This is an optimization exercise on Yosys and OpenROAD, whose aim is small area, a short achievable clock period and few clock cycles, not a production implementation.
At most, simulation tests tie the RTL to the original design; equivalence was not proved.
Power figures rest on the tool's default switching activity, not on a simulated workload.

==> flow/design.v <==
module geofence ( clk,reset,X,Y,valid,is_inside);
input clk;
input reset;
input [9:0] X;
input [9:0] Y;
output reg valid;
output reg is_inside;
localparam FIRST = 2'd0, USCAN = 2'd1, WSCAN = 2'd2, MULW = 2'd3;
reg [3:0] cnt;
reg [9:0] px, py;        
reg [21:0] q5;           
reg [29:0] q4;           
reg [21:0] q3, q2, q1, q0;   
reg [15:0] m;            
reg [1:0] st;
reg pass;                
reg two;
reg [3:0] ri;            
reg [2:0] pcnt;          
reg [2:0] wcnt;          
reg have_u, have_w, more;
reg [3:0] bcnt;          
reg signed [10:0] ux, uy, wx, wy;
reg signed [12:0] acc, d;
reg neg;                 
reg done, res;           
function [10:0] sub10;
    input [9:0] a, b;
    reg [10:0] g, p, gn, pn;
    integer l, j;
    begin
        g = {a & ~b, 1'b1};
        p = {~(a ^ b), 1'b0};
        for (l = 1; l < 16; l = l * 2) begin
            for (j = 0; j < 11; j = j + 1) begin
                if (j >= l) begin
                    gn[j] = g[j] | (p[j] & g[j-l]);
                    pn[j] = p[j] & p[j-l];
                end else begin
                    gn[j] = g[j];
                    pn[j] = p[j];
                end
            end
            g = gn;
            p = pn;
        end
        sub10 = {~g[10], ~(a ^ b) ^ g[9:0]};
    end
endfunction
wire signed [10:0] dx = sub10(X, px);
wire signed [10:0] dy = sub10(Y, py);
function neg13;
    input [12:0] a, b;
    reg [11:0] g, p, gn, pn;
    integer l, j;
    begin
        g = a[11:0] & b[11:0];
        p = a[11:0] | b[11:0];
        for (l = 1; l < 12; l = l * 2) begin
            for (j = 0; j < 12; j = j + 1) begin
                if (j >= l) begin
                    gn[j] = g[j] | (p[j] & g[j-l]);
                    pn[j] = p[j] & p[j-l];
                end else begin
                    gn[j] = g[j];
                    pn[j] = p[j];
                end
            end
            g = gn;
            p = pn;
        end
        neg13 = a[12] ^ b[12] ^ g[11];
    end
endfunction
wire signed [10:0] vx = q5[21:11];
wire signed [10:0] vy = q5[10:0];
wire [12:0] x1 = {{2{vx[10]}}, vx};          
wire [12:0] y1 = {{2{vy[10]}}, vy};          
wire [12:0] x2 = {vx[10], vx, 1'b0};         
wire [12:0] y2 = {vy[10], vy, 1'b0};         
wire [7:0] b;
assign b[0] = ~vy[10];                       
assign b[1] = ~neg13(y2, ~x1);               
assign b[2] = ~neg13(y1, ~x1);               
assign b[3] = ~neg13(y1, ~x2);               
assign b[4] = vx[10];                        
assign b[5] = neg13(y1, x2);                 
assign b[6] = neg13(y1, x1);                 
assign b[7] = neg13(y2, x1);                 
function [15:0] onehot;
    input [7:0] c;
    integer n;
    begin
        for (n = 0; n < 7; n = n + 1) begin
            onehot[n] = c[n] & ~c[n+1];
            onehot[n+8] = ~c[n] & c[n+1];
        end
        onehot[7] = c[7] & c[0];
        onehot[15] = ~c[7] & ~c[0];
    end
endfunction
function [3:0] encode;
    input [15:0] h;
    begin
        encode[0] = h[1] | h[3] | h[5] | h[7] | h[9] | h[11] | h[13] | h[15];
        encode[1] = h[2] | h[3] | h[6] | h[7] | h[10] | h[11] | h[14] | h[15];
        encode[2] = h[4] | h[5] | h[6] | h[7] | h[12] | h[13] | h[14] | h[15];
        encode[3] = |h[15:8];
    end
endfunction
wire [15:0] h4 = onehot(q4[29:22]);
wire [15:0] me = m | h4;
genvar k;
wire [15:0] z = ~me;
wire [31:0] zz = {z, z};
wire [15:0] r7, r8;
generate
    for (k = 0; k < 16; k = k + 1) begin : g_run
        assign r7[k] = &zz[k+6:k];
        assign r8[k] = &zz[k+7:k];
    end
endgenerate
wire out = |r8;
wire amb = ~out & (|r7);
wire lo = |r7[7:0];
wire [3:0] s = encode(lo ? {8'd0, r7[7:0]} : r7);
wire in_i = h4[ri];
wire in_j = h4[{~ri[3], ri[2:0]}];
wire signed [10:0] qx = q4[21:11];
wire signed [10:0] qy = q4[10:0];
wire lastbit = (bcnt == 4'd10);
wire mdone = (bcnt == 4'd12);
wire yb = (st == WSCAN) ? qy[0] : wy[0];
wire xb = (st == WSCAN) ? qx[0] : wx[0];
wire signed [12:0] ta = (lastbit ? xb : yb) ? (lastbit ? uy : ux) : 11'sd0;
wire signed [12:0] tb = (lastbit ? yb : xb) ? (lastbit ? ux : uy) : 11'sd0;
wire signed [12:0] sum = acc + d;
wire nonneg = ~neg;
wire slow = (cnt == 4'd9) & ~valid;
always @(posedge clk or posedge reset) begin
    if (reset) begin
        cnt <= 4'd0;
        valid <= 1'b0;
    end else begin
        if (cnt == 4'd8) begin
            cnt <= 4'd9;
            valid <= ~amb;
        end else if (cnt == 4'd9) begin
            if (valid) begin
                cnt <= 4'd0;
                valid <= 1'b0;
            end else if (done)
                valid <= 1'b1;
        end else
            cnt <= cnt + 4'd1;
    end
end
task finish_run;
    input outside;
    begin
        if (outside & two & ~pass) begin
            pass <= 1'b1;
            ri[3] <= ~ri[3];
            st <= FIRST;
            pcnt <= 3'd0;
            have_u <= 1'b0;
            have_w <= 1'b0;
            more <= 1'b0;
            bcnt <= 4'd15;
        end
    end
endtask
always @(posedge clk) begin
    if (cnt == 4'd0) begin
        px <= X;
        py <= Y;
    end
    q5 <= (cnt >= 4'd7) ? q0 : {dx, dy};
    q4 <= {b, q5};
    q3 <= q4[21:0];
    q2 <= q3; q1 <= q2; q0 <= q1;
    if (cnt == 4'd3)
        m <= h4;
    else if ((cnt >= 4'd4) & (cnt <= 4'd8))
        m <= me;
    if (cnt == 4'd8)
        is_inside <= ~out;
    else if (done)
        is_inside <= res;
end
always @(*) begin
    done = 1'b0;
    res = 1'b0;
    if (slow) begin
        case (st)
        FIRST: if ((pcnt == 3'd6) & mdone) begin
                if (nonneg)
                    res = 1'b1;
                if (nonneg | ~more)
                    done = ~(two & ~pass & ~nonneg);
            end
        USCAN: if (pcnt == 3'd6) done = ~(two & ~pass);
        MULW: if (mdone & nonneg) begin
                done = 1'b1;
                res = 1'b1;
            end
        default: ;
        endcase
    end
end
always @(posedge clk) begin
    d <= ta - tb;
    if ((bcnt == 4'd0) | (bcnt >= 4'd11) | (st == WSCAN))
        acc <= 13'sd0;
    else
        acc <= sum >>> 1;
end
always @(posedge clk) begin
    if (~slow) begin
        ri <= s - 4'd1;
        two <= lo & (|r7[15:8]);
        st <= FIRST;
        pass <= 1'b0;
        pcnt <= 3'd0;
        have_u <= 1'b0;
        have_w <= 1'b0;
        more <= 1'b0;
        bcnt <= 4'd15;
    end else begin
        if (bcnt <= 4'd11) begin
            bcnt <= bcnt + 4'd1;
            wx <= wx >>> 1;
            wy <= wy >>> 1;
        end
        if (bcnt == 4'd11)
            neg <= sum[12];
        case (st)
        FIRST: begin
            if (pcnt != 3'd6) begin
                pcnt <= pcnt + 3'd1;
                if (in_i) begin
                    if (~have_u) begin
                        ux <= qx;
                        uy <= qy;
                        have_u <= 1'b1;
                    end else
                        more <= 1'b1;
                end
                if (in_j) begin
                    if (~have_w) begin
                        wx <= qx;
                        wy <= qy;
                        have_w <= 1'b1;
                    end else
                        more <= 1'b1;
                end
            end
            if (have_u & have_w & (bcnt == 4'd15))
                bcnt <= 4'd0;
            if ((pcnt == 3'd6) & mdone) begin
                if (nonneg)
                    finish_run(1'b0);
                else if (~more)
                    finish_run(1'b1);
                else begin
                    st <= USCAN;
                    pcnt <= 3'd0;
                end
            end
        end
        USCAN: begin
            if (pcnt == 3'd6)
                finish_run(1'b1);
            else begin
                pcnt <= pcnt + 3'd1;
                if (in_i) begin
                    ux <= qx;
                    uy <= qy;
                    wcnt <= 3'd0;
                    st <= WSCAN;
                end
            end
        end
        WSCAN: begin
            wcnt <= wcnt + 3'd1;
            if (in_j) begin
                wx <= qx >>> 1;
                wy <= qy >>> 1;
                bcnt <= 4'd1;
                st <= MULW;
            end else if (wcnt == 3'd5)
                st <= USCAN;
        end
        MULW: begin
            if (mdone) begin
                if (nonneg)
                    finish_run(1'b0);
                else
                    st <= (wcnt == 3'd6) ? USCAN : WSCAN;
            end
        end
        endcase
    end
end
endmodule
Settings: LEC_CHECK=0, CAP_MARGIN=20, CORE_MARGIN=2, CORE_UTILIZATION=40, CTS_BUF_LIST=sky130_fd_sc_hd__clkbuf_8, CTS_CLUSTER_SIZE=30, SETUP_SLACK_MARGIN=5.0, SLEW_MARGIN=20; clock period 8.0 ns.
run.sh (not shown) runs the stock make flow with config.mk's settings and CLKGATE_MAP_FILE= SYNTH_SCRIPT=/design/flow/synth_recipe.tcl, a recipe that flattens the netlist after the stock synthesis.
Testbench counts at the start, summed over its fixed seeds: cycles 7,918.
Then changed:
--- a/flow/design.v
+++ b/flow/design.v
@@ -6,5 +6,5 @@
 output reg valid;
 output reg is_inside;
-localparam FIRST = 2'd0, USCAN = 2'd1, WSCAN = 2'd2, MULW = 2'd3;
+localparam PREP = 3'd0, FIRST = 3'd1, USCAN = 3'd2, WSCAN = 3'd3, MULW = 3'd4;
 reg [3:0] cnt;
 reg [9:0] px, py;        
@@ -13,5 +13,5 @@
 reg [21:0] q3, q2, q1, q0;   
 reg [15:0] m;            
-reg [1:0] st;
+reg [2:0] st;
 reg pass;                
 reg two;
@@ -22,5 +22,5 @@
 reg [3:0] bcnt;          
 reg signed [10:0] ux, uy, wx, wy;
-reg signed [12:0] acc, d;
+reg signed [12:0] acc;
 reg neg;                 
 reg done, res;           
@@ -110,5 +110,6 @@
 endfunction
 wire [15:0] h4 = onehot(q4[29:22]);
-wire [15:0] me = m | h4;
+wire [15:0] h5 = onehot(b);
+wire [15:0] me = m | (h5 & {16{cnt == 4'd7}});
 genvar k;
 wire [15:0] z = ~me;
@@ -130,12 +131,10 @@
 wire signed [10:0] qy = q4[10:0];
 wire lastbit = (bcnt == 4'd10);
-wire mdone = (bcnt == 4'd12);
-wire yb = (st == WSCAN) ? qy[0] : wy[0];
-wire xb = (st == WSCAN) ? qx[0] : wx[0];
-wire signed [12:0] ta = (lastbit ? xb : yb) ? (lastbit ? uy : ux) : 11'sd0;
-wire signed [12:0] tb = (lastbit ? yb : xb) ? (lastbit ? ux : uy) : 11'sd0;
-wire signed [12:0] sum = acc + d;
+wire mdone = (bcnt == 4'd11);
+wire signed [12:0] ta = (lastbit ? wx[0] : wy[0]) ? (lastbit ? uy : ux) : 11'sd0;
+wire signed [12:0] tb = (lastbit ? wy[0] : wx[0]) ? (lastbit ? ux : uy) : 11'sd0;
+wire signed [12:0] sum = acc + ta - tb;
 wire nonneg = ~neg;
-wire slow = (cnt == 4'd9) & ~valid;
+wire slow = (cnt == 4'd8) & ~valid;
 always @(posedge clk or posedge reset) begin
     if (reset) begin
@@ -143,8 +142,8 @@
         valid <= 1'b0;
     end else begin
-        if (cnt == 4'd8) begin
-            cnt <= 4'd9;
+        if (cnt == 4'd7) begin
+            cnt <= 4'd8;
             valid <= ~amb;
-        end else if (cnt == 4'd9) begin
+        end else if (cnt == 4'd8) begin
             if (valid) begin
                 cnt <= 4'd0;
@@ -180,9 +179,9 @@
     q3 <= q4[21:0];
     q2 <= q3; q1 <= q2; q0 <= q1;
-    if (cnt == 4'd3)
-        m <= h4;
-    else if ((cnt >= 4'd4) & (cnt <= 4'd8))
-        m <= me;
-    if (cnt == 4'd8)
+    if (cnt == 4'd2)
+        m <= h5;
+    else if ((cnt >= 4'd3) & (cnt <= 4'd7))
+        m <= m | h5;
+    if (cnt == 4'd7)
         is_inside <= ~out;
     else if (done)
@@ -210,6 +209,5 @@
 end
 always @(posedge clk) begin
-    d <= ta - tb;
-    if ((bcnt == 4'd0) | (bcnt >= 4'd11) | (st == WSCAN))
+    if ((bcnt >= 4'd10) | (st == WSCAN))
         acc <= 13'sd0;
     else
@@ -218,7 +216,5 @@
 always @(posedge clk) begin
     if (~slow) begin
-        ri <= s - 4'd1;
-        two <= lo & (|r7[15:8]);
-        st <= FIRST;
+        st <= PREP;
         pass <= 1'b0;
         pcnt <= 3'd0;
@@ -228,12 +224,17 @@
         bcnt <= 4'd15;
     end else begin
-        if (bcnt <= 4'd11) begin
+        if (bcnt <= 4'd10) begin
             bcnt <= bcnt + 4'd1;
             wx <= wx >>> 1;
             wy <= wy >>> 1;
         end
-        if (bcnt == 4'd11)
+        if (bcnt == 4'd10)
             neg <= sum[12];
         case (st)
+        PREP: begin
+            ri <= s - 4'd1;
+            two <= lo & (|r7[15:8]);
+            st <= FIRST;
+        end
         FIRST: begin
             if (pcnt != 3'd6) begin
@@ -285,7 +286,7 @@
             wcnt <= wcnt + 3'd1;
             if (in_j) begin
-                wx <= qx >>> 1;
-                wy <= qy >>> 1;
-                bcnt <= 4'd1;
+                wx <= qx;
+                wy <= qy;
+                bcnt <= 4'd0;
                 st <= MULW;
             end else if (wcnt == 3'd5)
Outcome: Routed wire length rose by a few percent; cell area went up by a few percent; clock-buffer cell count is lower by 8; synthesized area went down by a few percent; worst hold slack hardly moves.
No functional check of the RTL was part of the second run of this note.

========
geofence, a different RTL version from the one above (not shown whole).
Size: roughly 1800 cells after synthesis, about 240 flip-flops, about 24 I/O pins.
Settings: LEC_CHECK=0, ABC_AREA=1, CAP_MARGIN=20, CORE_MARGIN=2, CORE_UTILIZATION=60, CTS_BUF_LIST=sky130_fd_sc_hd__clkbuf_16, CTS_CLUSTER_DIAMETER=80, CTS_CLUSTER_SIZE=24, PLACE_DENSITY=0.75, SETUP_SLACK_MARGIN=5.0, SLEW_MARGIN=20; clock period 8.0 ns.
Next try:
--- a/flow/design.v
+++ b/flow/design.v
@@ -20,14 +20,14 @@
 reg have_u, have_w;
 reg [3:0] bcnt;          
 reg signed [10:0] ux, uy, wx, wy;
 wire [9:0] px = ux[9:0];
 wire [9:0] py = uy[9:0];
 wire [15:0] m = {wx[4:0], wy};
-reg signed [11:0] acc;
-reg signed [13:0] d;
+reg signed [11:0] acc, d;
+reg neg;                 
 reg done, res;           
 function [10:0] sub10;
     input [9:0] a, b;
     reg [10:0] g, p, gn, pn;
     integer l, j;
     begin
@@ -135,22 +135,17 @@
 wire lo = |r7[7:0];
 wire [15:0] rs = lo ? {8'd0, r7[7:0]} : r7;
 wire in_i = (q4[25:22] == ri);
 wire in_j = (q4[25:22] == {~ri[3], ri[2:0]});
 wire signed [10:0] qx = q4[21:11];
 wire signed [10:0] qy = q4[10:0];
-wire mdone = (bcnt == 4'd6);
-wire lastbit = (bcnt == 4'd5);
-wire signed [13:0] ta1 = (lastbit ? wx[0] : wy[0]) ? (lastbit ? uy : ux) : 11'sd0;
-wire signed [13:0] tb1 = (lastbit ? wy[0] : wx[0]) ? (lastbit ? ux : uy) : 11'sd0;
-wire signed [13:0] ux2 = ux;
-wire signed [13:0] uy2 = uy;
-wire signed [13:0] ta2 = (~lastbit & wy[1]) ? (ux2 <<< 1) : 14'sd0;
-wire signed [13:0] tb2 = (~lastbit & wx[1]) ? (uy2 <<< 1) : 14'sd0;
-wire signed [13:0] sum = acc + d;
-wire nonneg = ~sum[13];
+wire mdone = (bcnt == 4'd12);
+wire signed [11:0] ta = wy[0] ? ux : 11'sd0;
+wire signed [11:0] tb = wx[0] ? uy : 11'sd0;
+wire signed [12:0] sum = (bcnt == 4'd11) ? (acc - d) : (acc + d);
+wire nonneg = ~neg;
 wire slow = (cnt == 4'd8) & ~valid;
 always @(posedge clk or posedge reset) begin
     if (reset) begin
         cnt <= 4'd0;
         valid <= 1'b0;
     end else begin
@@ -188,17 +183,17 @@
             res = 1'b1;
         end else
             done = lastpair;
     end
 end
 always @(posedge clk) begin
-    d <= ta1 + ta2 - tb1 - tb2;
-    if ((bcnt == 4'd0) | (bcnt >= 4'd6))
+    d <= ta - tb;
+    if ((bcnt == 4'd0) | (bcnt >= 4'd11))
         acc <= 12'sd0;
     else
-        acc <= sum >>> 2;
+        acc <= sum >>> 1;
 end
 always @(posedge clk) begin
     if (~slow) begin
         if (cnt == 4'd0) begin
             ux <= {1'b0, X};
             uy <= {1'b0, Y};
@@ -215,17 +210,19 @@
         pu <= 3'd0;
         pw <= 3'd0;
         have_u <= 1'b0;
         have_w <= 1'b0;
         bcnt <= 4'd15;
     end else begin
-        if (bcnt <= 4'd6) begin
+        if (bcnt <= 4'd11) begin
             bcnt <= bcnt + 4'd1;
-            wx <= wx >>> 2;
-            wy <= wy >>> 2;
-        end
+            wx <= wx >>> 1;
+            wy <= wy >>> 1;
+        end
+        if (bcnt == 4'd11)
+            neg <= sum[12];
         rp <= (rp == 3'd5) ? 3'd0 : rp + 3'd1;
         if (prep) begin
             rp <= 3'd0;
             ri <= encode({rs[0], rs[15:1]});
             two <= lo & (|r7[15:8]);
             prep <= 1'b0;
Result: Worst setup slack improved by 0.85 ns; global-route usage decreases by 0.94 points; final area decreases by 8.0%; clock power decreases by 2.8%; synthesized area decreases by 4.6%; synthesized cell count decreases by 4.0%; worst hold slack improved by 0.020 ns; power decreases by 27%; maximum frequency increases by 28%; final cell count decreases by 4.8%; wire length decreases by 11%; via count decreases by 5.9%; register-to-register slack improved by 0.87 ns.
No functional check of the RTL was part of any run of this note.

[separate check: timing with driven ports]
The flow's constraints put no driver on any port. The routed layouts listed below were extracted and timed again, unchanged, in two steps. Step 1, drivers: a clkbuf_16 drives clk and a buf_2 each remaining input, both assumed. Step 2, shift: input delay + t, output delay - t, t = (earliest + latest rising clock arrival at the registers) / 2. This alone moves slack from input paths to output paths. Three values: ideal, step 1, step 2; two values: the first two.
run	t, ns	setup WS [ns]	pins driven straight from the clock port
the first run of note 1	0.615	5.011 / 5.011 / 4.492	1
the second run of note 1	0.600	4.103 / 4.103 / 4.103	1
the first run of note 2	0.518	4.149 / 4.149 / 4.149	1
the second run of note 2	0.524	4.998 / 5.005 / 4.498	1
After both steps every run listed still meets setup and hold. For the first run of note 1, which loses most, drivers alone change the setup slack by 0.000 ns; drivers and shift together by -0.519 ns.
